This is an optimization exercise on Yosys and OpenROAD, whose aim is a short achievable clock period, not a production implementation.
At most, simulation tests tie the RTL to the original design; equivalence was not proved.

the reference run:
==> module LEGLiteSingle, before the edit <==
module LEGLiteSingle(
	iaddr,		 
	daddr,		 
	dwrite,		 
	dread,		 
	dwdata,		 
	alu_out,	 
	clock,
	idata,		 
	ddata,		 
	reset,
	probe
	);
output [15:0] iaddr;
output [15:0] daddr;
output dwrite;
output dread;
output [15:0] dwdata;
output [15:0] alu_out;
input clock;
input [15:0] idata;
input [15:0] ddata;
input reset;
output [15:0] probe;
wire [3:0] op  = idata[15:12];
wire [5:0] imm = idata[11:6];
wire [2:0] rm  = idata[11:9];
wire [2:0] rn  = idata[5:3];
wire [2:0] rd  = idata[2:0];
wire [15:0] simm = {{10{imm[5]}}, imm};
assign probe = simm;
wire regwrite, taken_uncond, cbz, cls_reg, cls_addi, cls_andi, cls_subi;
Control legv8_control(
	.memread(dread), .memwrite(dwrite), .regwrite(regwrite),
	.taken_uncond(taken_uncond), .cbz(cbz),
	.cls_reg(cls_reg), .cls_addi(cls_addi), .cls_andi(cls_andi),
	.cls_subi(cls_subi), .opcode(op));
wire [7:0][15:0] x;
wire [7:0][9:0]  hi_m;
wire [7:0][9:0]  hi_p;
wire [7:0]  zero;
wire [15:0] wdata;
RegFile legv8_register(
	.x(x), .hi_m(hi_m), .hi_p(hi_p), .zero(zero),
	.clock(clock), .wdata(wdata), .waddr(rd), .write(regwrite));
wire [7:0][15:0] addi_r;
wire [7:0][15:0] subi_r;
genvar i;
generate
	for (i = 0; i < 8; i = i + 1) begin : imm_ops
		ImmAdd add_i(.result(addi_r[i]), .x(x[i]), .hi_m(hi_m[i]),
			.hi_p(hi_p[i]), .imm(imm), .sub(1'b0));
		ImmAdd sub_i(.result(subi_r[i]), .x(x[i]), .hi_m(hi_m[i]),
			.hi_p(hi_p[i]), .imm(imm), .sub(1'b1));
	end
endgenerate
wire [15:0] xn = x[rn];
wire [15:0] xm = x[rm];
wire [15:0] addi_res  = addi_r[rn];
wire [15:0] addi_res2 = addi_r[rn];   
wire [15:0] subi_res  = subi_r[rn];
wire [15:0] reg_res   = op[0] ? (xn - xm) : (xn + xm);
wire [15:0] andi_res  = xn & simm;
logic [15:0] result;
always_comb begin
	result = 16'd0;
	if (cls_reg)  result = result | reg_res;
	if (cls_addi) result = result | addi_res;
	if (cls_andi) result = result | andi_res;
	if (cls_subi) result = result | subi_res;
end
assign alu_out = result;
assign daddr   = addi_res2;
assign dwdata  = x[rd];
assign wdata   = dread ? ddata : result;
PCLogic legv8_pclogic(
	.pc(iaddr), .clock(clock), .signext(simm),
	.taken(taken_uncond | (cbz & zero[rn])), .reset(reset));
endmodule
make LEC_CHECK=0 CAP_MARGIN=20 CORE_MARGIN=2 CORE_UTILIZATION=40 SETUP_SLACK_MARGIN=2.0 SLEW_MARGIN=20 finish   # period 8.5 ns
run.sh (not shown) runs the stock make flow with config.mk's settings and CLKGATE_MAP_FILE= SYNTH_SCRIPT=/design/flow/synth_recipe.tcl, a recipe that flattens the netlist after the stock synthesis.
Here is what was changed in the inputs of the trial run compared with the reference run.
-- flow/design.v --
<<< the reference run, line 138
wire [15:0] addi_res2 = addi_r[rn];   
wire [15:0] subi_res  = subi_r[rn];
wire [15:0] reg_res   = op[0] ? (xn - xm) : (xn + xm);
wire [15:0] andi_res  = xn & simm;
logic [15:0] result;
>>> the trial run, line 138
wire [15:0] addi_res2 = addi_r[rn];   
wire [15:0] subi_res  = subi_r[rn];
wire [127:0][15:0] pair_t;
genvar n, m;
generate
	for (n = 0; n < 8; n = n + 1) begin : pn
		for (m = 0; m < 8; m = m + 1) begin : pm
			if (m < n) begin : share
				assign pair_t[n*8+m] = pair_t[m*8+n];
			end else begin : own
				assign pair_t[n*8+m] = x[n] + x[m];
			end
			assign pair_t[64+n*8+m] = x[n] - x[m];
		end
	end
endgenerate
wire [15:0] reg_res = pair_t[{op[0], rn, rm}];
wire [15:0] andi_res  = xn & simm;
logic [15:0] result;
- Number of buffers inserted to repair setup after CTS grows by more than 100% when moving from the reference run to the trial run.
- Going from the reference run to the trial run, synthesized area +0.058 mm^2, post-synthesis compound-gate area fraction +9.8 points.
- Looking at number of gates resized after CTS across the reference run and the trial run, the one that comes out higher is the trial run.
- Detailed placement HPWL grows by more than 100% when moving from the reference run to the trial run.
- Compared with the reference run, number of cells produced by synthesis in the trial run increased by more than 100%.
- No final results exist for the trial run, since it was stopped by error GRT-0232 during global routing.
- Post-synthesis share of cell area spent on and, or, nand and nor gates for the trial run is lower than for the reference run.
- Relative to the reference run, setup slack after placement has decreased by 0.56 ns in the trial run.
- Compared with the reference run, in the trial run post-detailed-placement cell area now larger, total placed cells including tap cells now larger.
Only the layout flow was run in the trial run; the RTL was not checked for function there.

==> re-timing with driven ports <==
The results above use ideal ports. As a check the final layout listed here was re-extracted and re-timed, cells and wires unchanged. Step 1: set_driving_cell puts a clkbuf_16 on clock and a buf_2 on each other input, an assumption about the parent block. Step 2 moves the port delays by t, midway between the first and last clock arrival at a register: inputs arrive t later, outputs are due t later. That takes back most of the time a late clock gives input paths. a / b / c = ideal / step 1 / step 2; a / b = the first two.
run: the reference run
shift t [ns]: 0.518
setup WS [ns]: 1.708 / 1.566 / 1.207
hold WS [ns]: 0.606 / 0.606 / 0.606
After both steps setup and hold are still met in the reference run. The setup slack of the reference run moves by -0.142 ns with the drivers and by -0.501 ns with both steps.
